This design comes from an exercise in tuning for small area on the open sky130 flow, not from production work. RTL that was checked went through simulation tests only; none was proved equivalent to the original.

==> 04-06: inputs <==
==> flow/design.v <==
module pe(
    input clk,
    input rst,
    input [15:0] matchpoint,
    input [15:0] gap_e,
    input [15:0] gap_o,
    input [2:0] Q,
    input [2:0] R,
    input en,
    input signed [32:0] H_up,
    input signed [32:0] D_up,
    output signed [32:0] curr_H,
    output reg signed [32:0] curr_I,
    output reg signed [32:0] curr_D,
    output [3:0] ptr
);
    reg signed [32:0] Hd, Ir, Dr;
    reg [31:0] Hr, cH;
    reg [3:0] p;
    assign curr_H = {1'b0, cH};
    assign ptr = p;
    function [32:0] sub16;
        input [32:0] a;
        input [15:0] b;
        integer i;
        reg c, bb, z;
        begin
            c = 1'b1;
            for (i = 0; i < 16; i = i + 1) begin
                bb = ~b[i];
                sub16[i] = a[i] ^ bb ^ c;
                c = (a[i] & bb) | (c & (a[i] ^ bb));
            end
            z = 1'b1;
            for (i = 16; i < 33; i = i + 1) begin
                sub16[i] = a[i] ^ (~c & z);
                z = z & ~a[i];
            end
        end
    endfunction
    function [32:0] add16;
        input [32:0] a;
        input [15:0] b;
        integer i;
        reg c, p;
        begin
            c = 1'b0;
            for (i = 0; i < 16; i = i + 1) begin
                add16[i] = a[i] ^ b[i] ^ c;
                c = (a[i] & b[i]) | (c & (a[i] ^ b[i]));
            end
            p = 1'b1;
            for (i = 16; i < 33; i = i + 1) begin
                add16[i] = a[i] ^ (c & p);
                p = p & a[i];
            end
        end
    endfunction
    function ge;
        input [32:0] x;
        input [32:0] y;
        integer i;
        reg c, xa, yb;
        begin
            c = 1'b1;
            for (i = 0; i < 33; i = i + 1) begin
                xa = (i == 32) ? ~x[i] : x[i];
                yb = (i == 32) ? y[i] : ~y[i];
                c = (xa & yb) | (c & (xa | yb));
            end
            ge = c;
        end
    endfunction
    function gef;
        input [32:0] x;
        input [32:0] y;
        integer i, k;
        reg [32:0] gt, eq;
        reg [8:0] gg, ee;
        reg c;
        begin
            for (i = 0; i < 33; i = i + 1) begin
                gt[i] = (i == 32) ? (~x[i] & y[i]) : (x[i] & ~y[i]);
                eq[i] = ~(x[i] ^ y[i]);
            end
            for (k = 0; k < 9; k = k + 1) begin
                gg[k] = 1'b0;
                ee[k] = 1'b1;
                for (i = 4 * k; i < 4 * k + 4 && i < 33; i = i + 1) begin
                    gg[k] = gt[i] | (eq[i] & gg[k]);
                    ee[k] = ee[k] & eq[i];
                end
            end
            c = 1'b1;
            for (k = 0; k < 9; k = k + 1)
                c = gg[k] | (ee[k] & c);
            gef = c;
        end
    endfunction
    wire [15:0] m = (Q == R) ? matchpoint : 16'd0;
    wire [32:0] I1 = sub16({1'b0, cH}, gap_o);
    wire [32:0] I2 = sub16(curr_I, gap_e);
    wire [32:0] D1 = sub16(H_up, gap_o);
    wire [32:0] D2 = sub16(D_up, gap_e);
    wire [32:0] H4 = add16(Hd, m);
    wire selI = ~gef(I1, I2);
    wire selD = ~gef(D1, D2);
    wire [32:0] In = selI ? I2 : I1;
    wire [32:0] Dn = selD ? D2 : D1;
    wire gID = gef(Ir, Dr);
    wire gIH = gef(Ir, H4);
    wire gDH = gef(Dr, H4);
    wire wI = gID & gIH & ~Ir[32];
    wire wD = ~gID & gDH & ~Dr[32];
    wire wH = ~gIH & ~gDH & ~H4[32];
    wire [31:0] Hn = ({32{wI}} & Ir[31:0]) | ({32{wD}} & Dr[31:0]) | ({32{wH}} & H4[31:0]);
    wire xI = wI & (|Ir[31:0]);
    wire xD = wD & (|Dr[31:0]);
    wire xH = wH & (|H4[31:0]);
    always @(posedge clk or posedge rst) begin
        if (rst) begin
            Hd <= 33'd0;
            Ir <= 33'd0;
            Dr <= 33'd0;
            Hr <= 32'd0;
            cH <= 32'd0;
            curr_I <= 33'd0;
            curr_D <= 33'd0;
            p <= 4'd0;
        end else begin
            Hd <= H_up;
            Ir <= In;
            Dr <= Dn;
            Hr <= Hn;
            cH <= Hr;
            curr_I <= Ir;
            curr_D <= Dr;
            p <= {selI, selD, xD | xH, xI | xH};
        end
    end
endmodule
==> flow/flow/run.sh <==
#!/bin/bash
# Own layout flow: the standard ORFS flow, with two changes:
#  - synthesis maps with an area-oriented ABC script (flow/abc_area.script),
#  - ports are buffered with sky130_fd_sc_hd__buf_1 instead of the default cell.
# Every tool's output goes to a log file in this folder.
set -uo pipefail
here=$(pwd)
rm -rf "$here/scripts_copy"
cp -r "$FLOW_HOME/scripts" "$here/scripts_copy"
cp "$here/flow/abc_area.script" "$here/scripts_copy/abc_area.script"
knobs=(SCRIPTS_DIR="$here/scripts_copy" ABC_AREA=1)
[ -f "$here/flow/knobs.txt" ] && while read -r l; do [ -n "$l" ] && knobs+=("$l"); done < "$here/flow/knobs.txt"
bash standard.sh "${knobs[@]}" finish > "$here/flow_make.log" 2>&1
rc=$?
cp -r "$here/orfs/logs" "$here/orfs_logs" 2>/dev/null
exit $rc
==> flow/flow/abc_area.script <==
strash; dc2; dc2; dch -f; map -D 5800; topo; buffer -c; upsize -D 5800; dnsize -D 5800; stime -c
==> flow/flow/knobs.txt <==
BUFFER_PORTS_ARGS=-buffer_cell sky130_fd_sc_hd__buf_1
ADDER_MAP_FILE=
CTS_ARGS=-sink_clustering_enable -repair_clock_nets -buf_list sky130_fd_sc_hd__clkbuf_4 -sink_clustering_size 8 -sink_clustering_max_diameter 40 -dont_use_dummy_load
==> flow/standard.sh <==
#!/bin/bash
# synth_recipe.tcl (not shown) runs the flow's synth.tcl, then flattens the netlist and writes it again
# the make line also repeats each setting of config.mk as NAME=value (left out here)
make -C /OpenROAD-flow-scripts/flow DESIGN_CONFIG=/design/flow/config.mk WORK_HOME=/design/flow/orfs CLKGATE_MAP_FILE= SYNTH_SCRIPT=/design/flow/synth_recipe.tcl "${@:-finish}"
==> flow/config.mk <==
export PLATFORM = sky130hd
export DESIGN_NAME = pe
export DESIGN_NICKNAME = pe
export VERILOG_FILES = /design/flow/design.v
export SDC_FILE = /design/flow/constraint.sdc
export NUM_CORES = 4
export LEC_CHECK = 0
export CAP_MARGIN = 5
export CORE_MARGIN = 2
export CORE_UTILIZATION = 65
export GPL_TIMING_DRIVEN = 0
export SETUP_SLACK_MARGIN = 0.05
export SLEW_MARGIN = 5
==> flow/constraint.sdc <==
create_clock -name core_clock -period 7.5 [get_ports {clk}]
set_input_delay 1.5000 -clock core_clock [delete_from_list [all_inputs] [get_ports {clk}]]
set_output_delay 1.5000 -clock core_clock [all_outputs]
set_load 0.01 [all_outputs]
==> inputs of 10-03, as changes to 04-06 <==
==> flow/design.v, changed modules only <==
module pe(
    input clk,
    input rst,
    input [15:0] matchpoint,
    input [15:0] gap_e,
    input [15:0] gap_o,
    input [2:0] Q,
    input [2:0] R,
    input en,
    input signed [32:0] H_up,
    input signed [32:0] D_up,
    output signed [32:0] curr_H,
    output reg signed [32:0] curr_I,
    output reg signed [32:0] curr_D,
    output [3:0] ptr
);
    reg signed [32:0] Hd, Ir, Dr, H4r;
    reg [31:0] cH;
    reg [1:0] pID;
    assign curr_H = {1'b0, cH};
    function [32:0] sub16;
        input [32:0] a;
        input [15:0] b;
        integer i;
        reg c, bb, z;
        begin
            c = 1'b1;
            for (i = 0; i < 16; i = i + 1) begin
                bb = ~b[i];
                sub16[i] = a[i] ^ bb ^ c;
                c = (a[i] & bb) | (c & (a[i] ^ bb));
            end
            z = 1'b1;
            for (i = 16; i < 33; i = i + 1) begin
                sub16[i] = a[i] ^ (~c & z);
                z = z & ~a[i];
            end
        end
    endfunction
    function [32:0] add16;
        input [32:0] a;
        input [15:0] b;
        integer i;
        reg c, p;
        begin
            c = 1'b0;
            for (i = 0; i < 16; i = i + 1) begin
                add16[i] = a[i] ^ b[i] ^ c;
                c = (a[i] & b[i]) | (c & (a[i] ^ b[i]));
            end
            p = 1'b1;
            for (i = 16; i < 33; i = i + 1) begin
                add16[i] = a[i] ^ (c & p);
                p = p & a[i];
            end
        end
    endfunction
    function ge;
        input [32:0] x;
        input [32:0] y;
        integer i;
        reg c, xa, yb;
        begin
            c = 1'b1;
            for (i = 0; i < 33; i = i + 1) begin
                xa = (i == 32) ? ~x[i] : x[i];
                yb = (i == 32) ? y[i] : ~y[i];
                c = (xa & yb) | (c & (xa | yb));
            end
            ge = c;
        end
    endfunction
    wire [15:0] m = (Q == R) ? matchpoint : 16'd0;
    wire [32:0] I1 = sub16({1'b0, cH}, gap_o);
    wire [32:0] I2 = sub16(curr_I, gap_e);
    wire [32:0] D1 = sub16(H_up, gap_o);
    wire [32:0] D2 = sub16(D_up, gap_e);
    wire [32:0] H4 = add16(Hd, m);
    wire selI = ~ge(I1, I2);
    wire selD = ~ge(D1, D2);
    wire [32:0] In = selI ? I2 : I1;
    wire [32:0] Dn = selD ? D2 : D1;
    wire gID = ge(curr_I, curr_D);
    wire gIH = ge(curr_I, H4r);
    wire gDH = ge(curr_D, H4r);
    wire wI = gID & gIH & ~curr_I[32];
    wire wD = ~gID & gDH & ~curr_D[32];
    wire wH = ~gIH & ~gDH & ~H4r[32];
    wire [31:0] Hr = ({32{wI}} & curr_I[31:0]) | ({32{wD}} & curr_D[31:0]) | ({32{wH}} & H4r[31:0]);
    wire nz = |Hr;
    assign ptr = {pID, nz & (wD | wH), nz & (wI | wH)};
    always @(posedge clk or posedge rst) begin
        if (rst) begin
            Hd <= 33'd0;
            Ir <= 33'd0;
            Dr <= 33'd0;
            H4r <= 33'd0;
            cH <= 32'd0;
            curr_I <= 33'd0;
            curr_D <= 33'd0;
            pID <= 2'd0;
        end else begin
            Hd <= H_up;
            Ir <= In;
            Dr <= Dn;
            H4r <= H4;
            cH <= Hr;
            curr_I <= Ir;
            curr_D <= Dr;
            pID <= {selI, selD};
        end
    end
endmodule
==> flow/flow/abc_area.script (replaced) <==
strash; dch -f; map -D 5500; topo; buffer -c; upsize -D 5500; dnsize -D 5500; stime -c
==> flow/flow/knobs.txt (replaced) <==
BUFFER_PORTS_ARGS=-buffer_cell sky130_fd_sc_hd__buf_1
ADDER_MAP_FILE=
- CAP_MARGIN: 5 -> 20
- CORE_UTILIZATION: 65 -> 40
- SETUP_SLACK_MARGIN: 0.05 -> not set
- SLEW_MARGIN: 5 -> 20
==> inputs of 10-24, as changes to 04-06 <==
==> flow/design.v, changed modules only <==
module pe(
    input clk,
    input rst,
    input [15:0] matchpoint,
    input [15:0] gap_e,
    input [15:0] gap_o,
    input [2:0] Q,
    input [2:0] R,
    input en,
    input signed [32:0] H_up,
    input signed [32:0] D_up,
    output signed [32:0] curr_H,
    output reg signed [32:0] curr_I,
    output reg signed [32:0] curr_D,
    output [3:0] ptr
);
    reg signed [32:0] Hd, Ir, Dr, H4r;
    reg [31:0] cH;
    reg [1:0] pID;
    assign curr_H = {1'b0, cH};
    function [32:0] sub16;
        input [32:0] a;
        input [15:0] b;
        integer i;
        reg c, bb, z;
        begin
            c = 1'b1;
            for (i = 0; i < 16; i = i + 1) begin
                bb = ~b[i];
                sub16[i] = a[i] ^ bb ^ c;
                c = (a[i] & bb) | (c & (a[i] ^ bb));
            end
            z = 1'b1;
            for (i = 16; i < 33; i = i + 1) begin
                sub16[i] = a[i] ^ (~c & z);
                z = z & ~a[i];
            end
        end
    endfunction
    function [32:0] add16;
        input [32:0] a;
        input [15:0] b;
        integer i;
        reg c, p;
        begin
            c = 1'b0;
            for (i = 0; i < 16; i = i + 1) begin
                add16[i] = a[i] ^ b[i] ^ c;
                c = (a[i] & b[i]) | (c & (a[i] ^ b[i]));
            end
            p = 1'b1;
            for (i = 16; i < 33; i = i + 1) begin
                add16[i] = a[i] ^ (c & p);
                p = p & a[i];
            end
        end
    endfunction
    function ge;
        input [32:0] x;
        input [32:0] y;
        integer i;
        reg c, xa, yb;
        begin
            c = 1'b1;
            for (i = 0; i < 33; i = i + 1) begin
                xa = (i == 32) ? ~x[i] : x[i];
                yb = (i == 32) ? y[i] : ~y[i];
                c = (xa & yb) | (c & (xa | yb));
            end
            ge = c;
        end
    endfunction
    function gef;
        input [32:0] x;
        input [32:0] y;
        integer i, k;
        reg [32:0] gt, eq;
        reg [8:0] gg, ee;
        reg c;
        begin
            for (i = 0; i < 33; i = i + 1) begin
                gt[i] = (i == 32) ? (~x[i] & y[i]) : (x[i] & ~y[i]);
                eq[i] = ~(x[i] ^ y[i]);
            end
            for (k = 0; k < 9; k = k + 1) begin
                gg[k] = 1'b0;
                ee[k] = 1'b1;
                for (i = 4 * k; i < 4 * k + 4 && i < 33; i = i + 1) begin
                    gg[k] = gt[i] | (eq[i] & gg[k]);
                    ee[k] = ee[k] & eq[i];
                end
            end
            c = 1'b1;
            for (k = 0; k < 9; k = k + 1)
                c = gg[k] | (ee[k] & c);
            gef = c;
        end
    endfunction
    wire [15:0] m = (Q == R) ? matchpoint : 16'd0;
    wire [32:0] I1 = sub16({1'b0, cH}, gap_o);
    wire [32:0] I2 = sub16(curr_I, gap_e);
    wire [32:0] D1 = sub16(H_up, gap_o);
    wire [32:0] D2 = sub16(D_up, gap_e);
    wire [32:0] H4 = add16(Hd, m);
    wire selI = ~gef(I1, I2);
    wire selD = ~gef(D1, D2);
    wire [32:0] In = selI ? I2 : I1;
    wire [32:0] Dn = selD ? D2 : D1;
    wire gID = gef(curr_I, curr_D);
    wire gIH = gef(curr_I, H4r);
    wire gDH = gef(curr_D, H4r);
    wire wI = gID & gIH & ~curr_I[32];
    wire wD = ~gID & gDH & ~curr_D[32];
    wire wH = ~gIH & ~gDH & ~H4r[32];
    wire [31:0] Hr = ({32{wI}} & curr_I[31:0]) | ({32{wD}} & curr_D[31:0]) | ({32{wH}} & H4r[31:0]);
    wire xI = wI & (|curr_I[31:0]);
    wire xD = wD & (|curr_D[31:0]);
    wire xH = wH & (|H4r[31:0]);
    assign ptr = {pID, xD | xH, xI | xH};
    always @(posedge clk or posedge rst) begin
        if (rst) begin
            Hd <= 33'd0;
            Ir <= 33'd0;
            Dr <= 33'd0;
            H4r <= 33'd0;
            cH <= 32'd0;
            curr_I <= 33'd0;
            curr_D <= 33'd0;
            pID <= 2'd0;
        end else begin
            Hd <= H_up;
            Ir <= In;
            Dr <= Dn;
            H4r <= H4;
            cH <= Hr;
            curr_I <= Ir;
            curr_D <= Dr;
            pID <= {selI, selD};
        end
    end
endmodule
- CORE_UTILIZATION: 65 -> 60
==> results.json <==
{
  "finalSetupViolCount": 34,
  "powerComb_mw": 3.72,
  "cts.sinks": 233,
  "violations": "negative setup slack",
  "critical_path.top_delay_family": "simple AND/OR/NAND/NOR gates",
  "final-seq-area_mm2": 0.00583,
  "post-route-worst-setup-slack_ns": -0.505,
  "run_status": "finished with violations"
}
-- figures above: 04-06

==> results.json <==
{
  "run_status": "finished with violations",
  "violations": "negative setup slack",
  "path_max_fanout": 4,
  "powerComb_mw": 4.75,
  "post-route-worst-setup-slack_ns": -1.04,
  "cts.sinks": 232,
  "ios": 226,
  "critical_path.top_delay_family": "compound AO/OA/AOI/OAI gates",
  "finalSetupViolCount": 35
}
-- figures above: 10-03

==> results.json <==
{
  "run_status": "finished with violations",
  "critical_path.startpoint_type": "input pin",
  "post-route-worst-setup-slack_ns": -0.0908,
  "largest_net_degree_at_the_start_of_global_routing": 43,
  "finalSetupViolCount": 27,
  "final-seq-area_mm2": 0.00581,
  "violations": "negative setup slack",
  "n_all_inverters": 265,
  "fmax_ghz": 0.132
}
-- figures above: 10-24

The RTL of 04-06 and 10-03 was laid out without a check of its function.

==> static timing again, ports no longer ideal <==
How much do the figures lean on ideal ports? The routed layouts below were timed once more, with nothing changed but the port constraints. Step 1 sets driving cells, clkbuf_16 on the clock port and buf_2 on the other inputs (assumed; they add their load-dependent delay and slew). Step 2 adds t to the input delays and takes it off the output delays; t is the mean of the earliest and latest rising clock arrival at the registers after step 1. Input paths then give back, and output paths get back, about the clock's delay inside the block. Slacks: ideal / step 1 / step 2; pairs: ideal / step 1.
| run | t, ns | setup WS [ns] | worst setup path at the end | worst register clock-pin slew, ns | cell pins on the clock port's net |
|---|---|---|---|---|---|
| 04-06 | 0.680 | -0.505 / -0.480 / -1.160 | input to register | 0.10 / 0.10 | 1 |
| 10-03 | 0.595 | -1.043 / -1.095 / -1.021 | input to register | 0.07 / 0.07 | 1 |
| 10-24 | 0.663 | -0.091 / -0.069 / -0.732 | input to register | 0.10 / 0.10 | 1 |
The setup slack of 04-06, which loses most, moves by +0.025 ns with the drivers and by -0.655 ns with both steps.
